Context: an optimization exercise on an open-source flow, tuned for small area. The choices shown serve that exercise and are no tape-out recipe.
In this exercise RTL edits were held to simulation tests only and were not proved equivalent to the original.

==> v12 <==
// neural_compressor_top
module neural_compressor_top
(
    input  logic        clk,
    input  logic        rst_n,
    input  logic [DATA_WIDTH-1:0]   s_axis_tdata,
    input  logic                    s_axis_tvalid,
    output logic                    s_axis_tready,
    input  logic                    s_axis_tlast,
    output logic [DATA_WIDTH-1:0]   m_axis_tdata,
    output logic [1:0]              m_axis_tuser,   
    output logic                    m_axis_tvalid,
    input  logic                    m_axis_tready,
    output logic                    m_axis_tlast,
    input  logic [DATA_WIDTH-1:0]   cfg_threshold,
    input  logic                    cfg_enable,
    output neural_compressor_pkg::compress_stats_t         stats,
    output logic [15:0]             spike_count
);
    wire [31:0] data_in = s_axis_tdata;
    wire        valid_in = s_axis_tvalid & cfg_enable;
    logic       valid_out;   
    logic       taken;       
    logic [3:0] cnt;
    logic       fresh;     
    logic [29:0] xr;       
    logic [12:0] hf;       
    logic [31:0] yr;       
    logic [31:0] s1, s2, s3, s4;  
    logic [31:0] dr;       
    logic        dz;       
    wire idle  = (cnt == 4'd0);
    wire outc  = (cnt == 4'd11);
    wire last  = outc & ~valid_out;
    wire shy   = (~idle & ~outc) | last;
    wire shs   = ((cnt >= 4'd4) & ~outc) | last;
    wire clrh  = idle | outc;
    wire c4    = (cnt == 4'd4);
    assign s_axis_tready = idle;
    always_ff @(posedge clk or negedge rst_n) begin
        if (!rst_n) begin
            cnt       <= 4'd0;
            valid_out <= 1'b0;
            fresh     <= 1'b1;
        end else begin
            valid_out <= outc;
            if (last) fresh <= 1'b0;
            if (idle) begin
                if (valid_in) cnt <= 4'd1;
            end else if (outc) begin
                if (m_axis_tready) cnt <= 4'd0;
            end else begin
                cnt <= cnt + 4'd1;
            end
        end
    end
    wire [3:0] xs  = idle ? data_in[3:0] : xr[5:2];
  ...
clock: 120.0 ns
lec_check: 0
cap_margin: 20
core_margin: 2
core_utilization: 85
slew_margin: 20
synth_hierarchical: 1
synth_minimum_keep_size: 0
standard.sh (not shown) runs the stock make flow with config.mk's settings and CLKGATE_MAP_FILE= SYNTH_SCRIPT=/design/flow/synth_recipe.tcl, a recipe that flattens the netlist after the stock synthesis.
==> flow/flow/run.sh <==
#!/bin/bash
set -euo pipefail
export BUFFER_PORTS_ARGS="-buffer_cell sky130_fd_sc_hd__buf_1"
export CTS_ARGS="-sink_clustering_enable -repair_clock_nets -buf_list sky130_fd_sc_hd__clkbuf_16 -root_buf sky130_fd_sc_hd__clkbuf_8 -tree_buf sky130_fd_sc_hd__clkbuf_8 -sink_clustering_size 26 -sink_clustering_max_diameter 85 -dont_use_dummy_load"
bash standard.sh > make_flow.log 2>&1
==> v14: changes against v12 <==
--- a/flow/design.v
+++ b/flow/design.v
@@ -13,59 +13,16 @@
     input  logic b,
     input  logic ci,
     output logic s,
     output logic co
 );
     assign s  = a ^ b ^ ci;
     assign co = (a & b) | (ci & (a ^ b));
 endmodule
-module majority
-(
-    input  logic a,
-    input  logic b,
-    input  logic c,
-    output logic y
-);
-    assign y = (a & b) | (c & (a | b));
-endmodule
-module half_adder
-(
-    input  logic a,
-    input  logic b,
-    output logic s,
-    output logic co
-);
-    assign s  = a ^ b;
-    assign co = a & b;
-endmodule
-module counter_inc
-(
-    input  logic [15:0] q,
-    input  logic        en,
-    output logic [15:0] d
-);
-    logic [16:0] c;
-    assign c[0] = en;
-    for (genvar i = 0; i < 16; i++) begin : g_ha
-        half_adder u_ha (.a(q[i]), .b(c[i]), .s(d[i]), .co(c[i+1]));
-    end
-endmodule
-module packet_bit
-(
-    input  logic take,
-    input  logic sel_y,
-    input  logic sel_d,
-    input  logic y,
-    input  logic d,
-    input  logic q,
-    output logic n
-);
-    assign n = take ? ((sel_y & y) | (sel_d & d)) : q;
-endmodule
 import neural_compressor_pkg::*;
 module neural_compressor_top
 (
     input  logic        clk,
     input  logic        rst_n,
     input  logic [DATA_WIDTH-1:0]   s_axis_tdata,
     input  logic                    s_axis_tvalid,
     output logic                    s_axis_tready,
@@ -95,16 +52,17 @@
     wire idle  = (cnt == 4'd0);
     wire outc  = (cnt == 4'd11);
     wire last  = outc & ~valid_out;
     wire shy   = (~idle & ~outc) | last;
     wire shs   = ((cnt >= 4'd4) & ~outc) | last;
     wire clrh  = idle | outc;
     wire c4    = (cnt == 4'd4);
     assign s_axis_tready = idle;
+    wire [31:0] delta = dz ? 32'd0 : dr;   
     always_ff @(posedge clk or negedge rst_n) begin
         if (!rst_n) begin
             cnt       <= 4'd0;
             valid_out <= 1'b0;
             fresh     <= 1'b1;
         end else begin
             valid_out <= outc;
             if (last) fresh <= 1'b0;
@@ -440,76 +398,65 @@
     end
     logic [4:0] dcnt;
     logic       window_full;
     logic       spike_flag;
     logic       spike_detected;
     logic       detected_valid;
     wire dtake = valid_out & m_axis_tready;
     wire        neg = yr[31];
-    logic [32:0] gcy;
-    assign gcy[0] = 1'b0;
+    wire [31:0] mag = yr ^ {32{neg}};
+    logic [32:0] cmp;
+    assign cmp[0] = neg;
     for (genvar i = 0; i < 32; i++) begin : g_cmp
-        majority u_maj (.a(yr[i]), .b(gcy[i]), .c(~(cfg_threshold[i] ^ neg)), .y(gcy[i+1]));
+        assign cmp[i+1] = (mag[i] & ~cfg_threshold[i]) | (cmp[i] & (mag[i] | ~cfg_threshold[i]));
     end
-    wire [32:0] cmp = {gcy[32] ^ neg, 32'd0};
     wire refractory = window_full & (dcnt[3:0] != 4'd0);
     wire detect = window_full & (dcnt[3:0] == 4'd0) & cmp[32];
     wire dinc = dtake & ~window_full;
     wire ddec = dtake & refractory;
     wire hit  = dtake & detect;
-    wire [15:0] spike_count_inc;
-    counter_inc u_inc_spikes (.q(spike_count), .en(hit), .d(spike_count_inc));
     always_ff @(posedge clk or negedge rst_n) begin
         if (!rst_n) begin
             dcnt <= '0;
             window_full <= '0;
             spike_count <= '0;
             spike_flag <= '0;
             spike_detected <= '0;
             detected_valid <= '0;
         end else begin
             detected_valid <= dtake | (detected_valid & valid_out & ~m_axis_tready);
             spike_flag <= hit;
             if (dtake) spike_detected <= spike_flag;
             window_full <= window_full | (dinc & (dcnt == 5'd31));
             dcnt <= hit ? 5'd8 : dcnt + {{4{ddec}}, ddec | dinc};
-            spike_count <= spike_count_inc;
+            spike_count <= spike_count + {15'd0, hit};
         end
     end
     logic first_sample;
     logic [15:0] sample_cnt, spike_cnt;
     logic ratio_set;
     assign taken = detected_valid & m_axis_tready;
-    wire [15:0] sample_cnt_inc, spike_cnt_inc;
-    counter_inc u_inc_samples (.q(sample_cnt), .en(m_axis_tvalid), .d(sample_cnt_inc));
-    counter_inc u_inc_spkpkts (.q(spike_cnt), .en(m_axis_tvalid & m_axis_tuser[1] & ~m_axis_tuser[0]), .d(spike_cnt_inc));
     wire raw = spike_detected | first_sample;
-    wire sel_d = ~raw & ~dz;    
-    logic [31:0] pk_next;
-    for (genvar i = 0; i < 32; i++) begin : g_pk
-        packet_bit u_pk (.take(taken), .sel_y(raw), .sel_d(sel_d), .y(yr[i]), .d(dr[i]),
-                         .q(m_axis_tdata[i]), .n(pk_next[i]));
-    end
     always_ff @(posedge clk or negedge rst_n) begin
         if (!rst_n) begin
             m_axis_tdata <= '0;
             m_axis_tuser <= '0;
             m_axis_tvalid <= '0;
             first_sample <= '1;
             sample_cnt <= '0;
             spike_cnt <= '0;
             ratio_set <= '0;
         end else begin
             m_axis_tvalid <= taken;
-            m_axis_tdata <= pk_next;
             ratio_set <= 1'b1;
-            sample_cnt <= sample_cnt_inc;
-            spike_cnt <= spike_cnt_inc;
+            sample_cnt <= sample_cnt + {15'd0, m_axis_tvalid};
+            spike_cnt <= spike_cnt + {15'd0, m_axis_tvalid & m_axis_tuser[1] & ~m_axis_tuser[0]};
             if (taken) begin
+                m_axis_tdata <= raw ? yr : delta;
                 m_axis_tuser <= {raw, ~spike_detected & first_sample};
                 first_sample <= 1'b0;
             end
         end
     end
     assign stats.sample_count = sample_cnt;
     assign stats.spike_count = spike_cnt;
     assign stats.compression_ratio = {1'b0, ratio_set, ratio_set, 2'b00, ratio_set, 2'b00};
==> flow/flow/run.sh (replaced) <==
#!/bin/bash
# Layout flow: the standard ORFS flow (standard.sh: standard synthesis,
# floorplan, placement, CTS, routing), with two changes:
#  - the I/O port buffers are the smallest buffer cell;
#  - the clock tree uses large leaf clusters of clkbuf_16 (clkbuf_8 above
#    them) and no dummy loads.
# ORFS keeps each step's full log under orfs/logs/; make's own output, and the
# final DEF export's, goes to make_flow.log here.
set -euo pipefail
export BUFFER_PORTS_ARGS="-buffer_cell sky130_fd_sc_hd__buf_1"
export CTS_ARGS="-sink_clustering_enable -repair_clock_nets -buf_list sky130_fd_sc_hd__clkbuf_16 -root_buf sky130_fd_sc_hd__clkbuf_8 -tree_buf sky130_fd_sc_hd__clkbuf_8 -sink_clustering_size 26 -sink_clustering_max_diameter 85 -dont_use_dummy_load"
bash standard.sh > make_flow.log 2>&1
==> flow/config.mk (replaced) <==
export PLATFORM = sky130hd
export DESIGN_NAME = neural_compressor_top
export DESIGN_NICKNAME = neural_compressor_top
export VERILOG_FILES = /design/flow/design.v
export SDC_FILE = /design/flow/constraint.sdc
export NUM_CORES = 8
export LEC_CHECK = 0
export CAP_MARGIN = 20
export CORE_MARGIN = 2
export CORE_UTILIZATION = 80
export SLEW_MARGIN = 20
export SYNTH_HIERARCHICAL = 1
export SYNTH_MINIMUM_KEEP_SIZE = 0
==> v9: changes against v12 <==
--- a/flow/design.v
+++ b/flow/design.v
@@ -44,28 +44,16 @@
     output logic [15:0] d
 );
     logic [16:0] c;
     assign c[0] = en;
     for (genvar i = 0; i < 16; i++) begin : g_ha
         half_adder u_ha (.a(q[i]), .b(c[i]), .s(d[i]), .co(c[i+1]));
     end
 endmodule
-module packet_bit
-(
-    input  logic take,
-    input  logic sel_y,
-    input  logic sel_d,
-    input  logic y,
-    input  logic d,
-    input  logic q,
-    output logic n
-);
-    assign n = take ? ((sel_y & y) | (sel_d & d)) : q;
-endmodule
 import neural_compressor_pkg::*;
 module neural_compressor_top
 (
     input  logic        clk,
     input  logic        rst_n,
     input  logic [DATA_WIDTH-1:0]   s_axis_tdata,
     input  logic                    s_axis_tvalid,
     output logic                    s_axis_tready,
@@ -95,16 +83,17 @@
     wire idle  = (cnt == 4'd0);
     wire outc  = (cnt == 4'd11);
     wire last  = outc & ~valid_out;
     wire shy   = (~idle & ~outc) | last;
     wire shs   = ((cnt >= 4'd4) & ~outc) | last;
     wire clrh  = idle | outc;
     wire c4    = (cnt == 4'd4);
     assign s_axis_tready = idle;
+    wire [31:0] delta = dz ? 32'd0 : dr;   
     always_ff @(posedge clk or negedge rst_n) begin
         if (!rst_n) begin
             cnt       <= 4'd0;
             valid_out <= 1'b0;
             fresh     <= 1'b1;
         end else begin
             valid_out <= outc;
             if (last) fresh <= 1'b0;
@@ -478,38 +467,32 @@
     logic first_sample;
     logic [15:0] sample_cnt, spike_cnt;
     logic ratio_set;
     assign taken = detected_valid & m_axis_tready;
     wire [15:0] sample_cnt_inc, spike_cnt_inc;
     counter_inc u_inc_samples (.q(sample_cnt), .en(m_axis_tvalid), .d(sample_cnt_inc));
     counter_inc u_inc_spkpkts (.q(spike_cnt), .en(m_axis_tvalid & m_axis_tuser[1] & ~m_axis_tuser[0]), .d(spike_cnt_inc));
     wire raw = spike_detected | first_sample;
-    wire sel_d = ~raw & ~dz;    
-    logic [31:0] pk_next;
-    for (genvar i = 0; i < 32; i++) begin : g_pk
-        packet_bit u_pk (.take(taken), .sel_y(raw), .sel_d(sel_d), .y(yr[i]), .d(dr[i]),
-                         .q(m_axis_tdata[i]), .n(pk_next[i]));
-    end
     always_ff @(posedge clk or negedge rst_n) begin
         if (!rst_n) begin
             m_axis_tdata <= '0;
             m_axis_tuser <= '0;
             m_axis_tvalid <= '0;
             first_sample <= '1;
             sample_cnt <= '0;
             spike_cnt <= '0;
             ratio_set <= '0;
         end else begin
             m_axis_tvalid <= taken;
-            m_axis_tdata <= pk_next;
             ratio_set <= 1'b1;
             sample_cnt <= sample_cnt_inc;
             spike_cnt <= spike_cnt_inc;
             if (taken) begin
+                m_axis_tdata <= raw ? yr : delta;
                 m_axis_tuser <= {raw, ~spike_detected & first_sample};
                 first_sample <= 1'b0;
             end
         end
     end
     assign stats.sample_count = sample_cnt;
     assign stats.spike_count = spike_cnt;
     assign stats.compression_ratio = {1'b0, ratio_set, ratio_set, 2'b00, ratio_set, 2'b00};
==> flow/flow/run.sh (replaced) <==
#!/bin/bash
# Layout flow: the standard ORFS flow (standard.sh: standard synthesis,
# floorplan, placement, CTS, routing), with two changes:
#  - the I/O port buffers are the smallest buffer cell;
#  - the clock tree uses large leaf clusters of clkbuf_16 (clkbuf_8 above
#    them) and no dummy loads.
# ORFS keeps each step's full log under orfs/logs/; make's own output, and the
# final DEF export's, goes to make_flow.log here.
set -euo pipefail
export BUFFER_PORTS_ARGS="-buffer_cell sky130_fd_sc_hd__buf_1"
export CTS_ARGS="-sink_clustering_enable -repair_clock_nets -buf_list sky130_fd_sc_hd__clkbuf_16 -root_buf sky130_fd_sc_hd__clkbuf_8 -tree_buf sky130_fd_sc_hd__clkbuf_8 -sink_clustering_size 26 -sink_clustering_max_diameter 85 -dont_use_dummy_load"
bash standard.sh > make_flow.log 2>&1
==> flow/config.mk (replaced) <==
export PLATFORM = sky130hd
export DESIGN_NAME = neural_compressor_top
export DESIGN_NICKNAME = neural_compressor_top
export VERILOG_FILES = /design/flow/design.v
export SDC_FILE = /design/flow/constraint.sdc
export NUM_CORES = 8
export LEC_CHECK = 0
export CAP_MARGIN = 20
export CORE_MARGIN = 2
export CORE_UTILIZATION = 80
export SLEW_MARGIN = 20
export SYNTH_HIERARCHICAL = 1
export SYNTH_MINIMUM_KEEP_SIZE = 0
==> v16: changes against v12 <==
==> flow/config.mk (replaced) <==
export PLATFORM = sky130hd
export DESIGN_NAME = neural_compressor_top
export DESIGN_NICKNAME = neural_compressor_top
export VERILOG_FILES = /design/flow/design.v
export SDC_FILE = /design/flow/constraint.sdc
export NUM_CORES = 8
export LEC_CHECK = 0
export CAP_MARGIN = 20
export CORE_MARGIN = 2
export CORE_UTILIZATION = 90
export SLEW_MARGIN = 20
export SYNTH_HIERARCHICAL = 1
export SYNTH_MINIMUM_KEEP_SIZE = 0
==> notes <==
- v14 finished clean. v16 stopped in clock tree synthesis (4_1_cts). v9 passed the timing, DRC and antenna checks. v12 finished with timing, DRC and antenna clean.
- Of v14 and v9, v14 has the higher fmax (gap about 26%, measured against v9).
- Against v9, the first-iteration DRC count of v14 is higher by about 20%.
- Of v9 and v14, v14 has the higher routed wire length (gap 13%, measured against v14).
- Sequential cell count is the same in v9 and v12.
- Of v14 and v12, v14 has the higher design area (gap 3.3%, measured against v12).
- In v9 the register-to-register slack is lower than in v14, by 7.0 ns.
- The lowest die area belongs to v12, the highest to v14.
- Setup slack, highest first: v14, v9, v12.
- Of v12 and v14, v12 has the higher critical path depth (gap 37).
- The highest final cell count belongs to v14, the lowest to v12.
==> figures <==
quantity	v9	v16	v14	v12
Setup-failing EPs final	0	-	0	0
Terminating pin of the worst hold path	s2[26]$_DFFE_PP_	-	hu[5]$_SDFF_PP0_	xr[9]$_DFF_P_
Number of nets with antenna violations after routing	0	-	0	0
Number of flip-flops and latches	395	-	395	395
Result of the run	no timing/DRC/antenna violations	did not finish	no timing/DRC/antenna violations	no timing/DRC/antenna violations
Last stage reached	-	clock tree synthesis (4_1_cts)	-	-
Startpoint of the worst hold path	s2[30]$_DFFE_PP_	-	hu[9]$_DFF_P_	xr[13]$_DFF_P_
R2r startpoint	yr[31]$_DFFE_PP_	-	cnt[0]$_DFFE_PN0P_	yr[31]$_DFFE_PP_
Setup total negative slack	0 ns	-	0 ns	0 ns
Total wire length	35.0 mm	-	40.2 mm	42.8 mm
Detail Route met3 WL	2.56 mm	-	4.00 mm	4.59 mm
Sequential fraction of the synthesis area	0.620	0.628	0.605	0.628
Worst r2r dst	spike_count[15]$_DFF_PN0_	-	dr[31]$_DFFE_PP_	spike_count[15]$_DFF_PN0_
Worst clock skew	0.0562 ns	-	0.0547 ns	0.0568 ns
Number of violations of the max-capacitance limit	0	-	0	0
DR WL/cell	22.8 µm	-	24.0 µm	28.7 µm
Initial antenna violation count	0	-	1	0
Antenna Diode Count	0	-	1	0
Die outline width	148 µm	139 µm	150 µm	143 µm

## port drivers added, routing unchanged
How much do the figures lean on ideal ports? The routed layouts below were timed once more, with nothing changed but the port constraints. Step 1, drivers: a clkbuf_16 drives clk and a buf_2 each remaining input, both assumed. Step 2 times the ports against the registers' clock, not the clock port: input delays grow and output delays shrink by t, the midpoint of the rising clock arrivals with the driver on. a / b / c = no drivers / after step 1 / after step 2; a / b = the first two.
run	t (ns)	setup WS [ns]	pins driven straight from the clock port
v12	0.617	82.138 / 82.157 / 81.541	1
v14	0.611	90.309 / 90.327 / 89.716	1
v9	0.595	82.529 / 82.543 / 81.948	1
After both steps every run listed still meets setup and hold. For v12, which loses most, drivers alone change the setup slack by +0.019 ns; drivers and shift together by -0.597 ns.
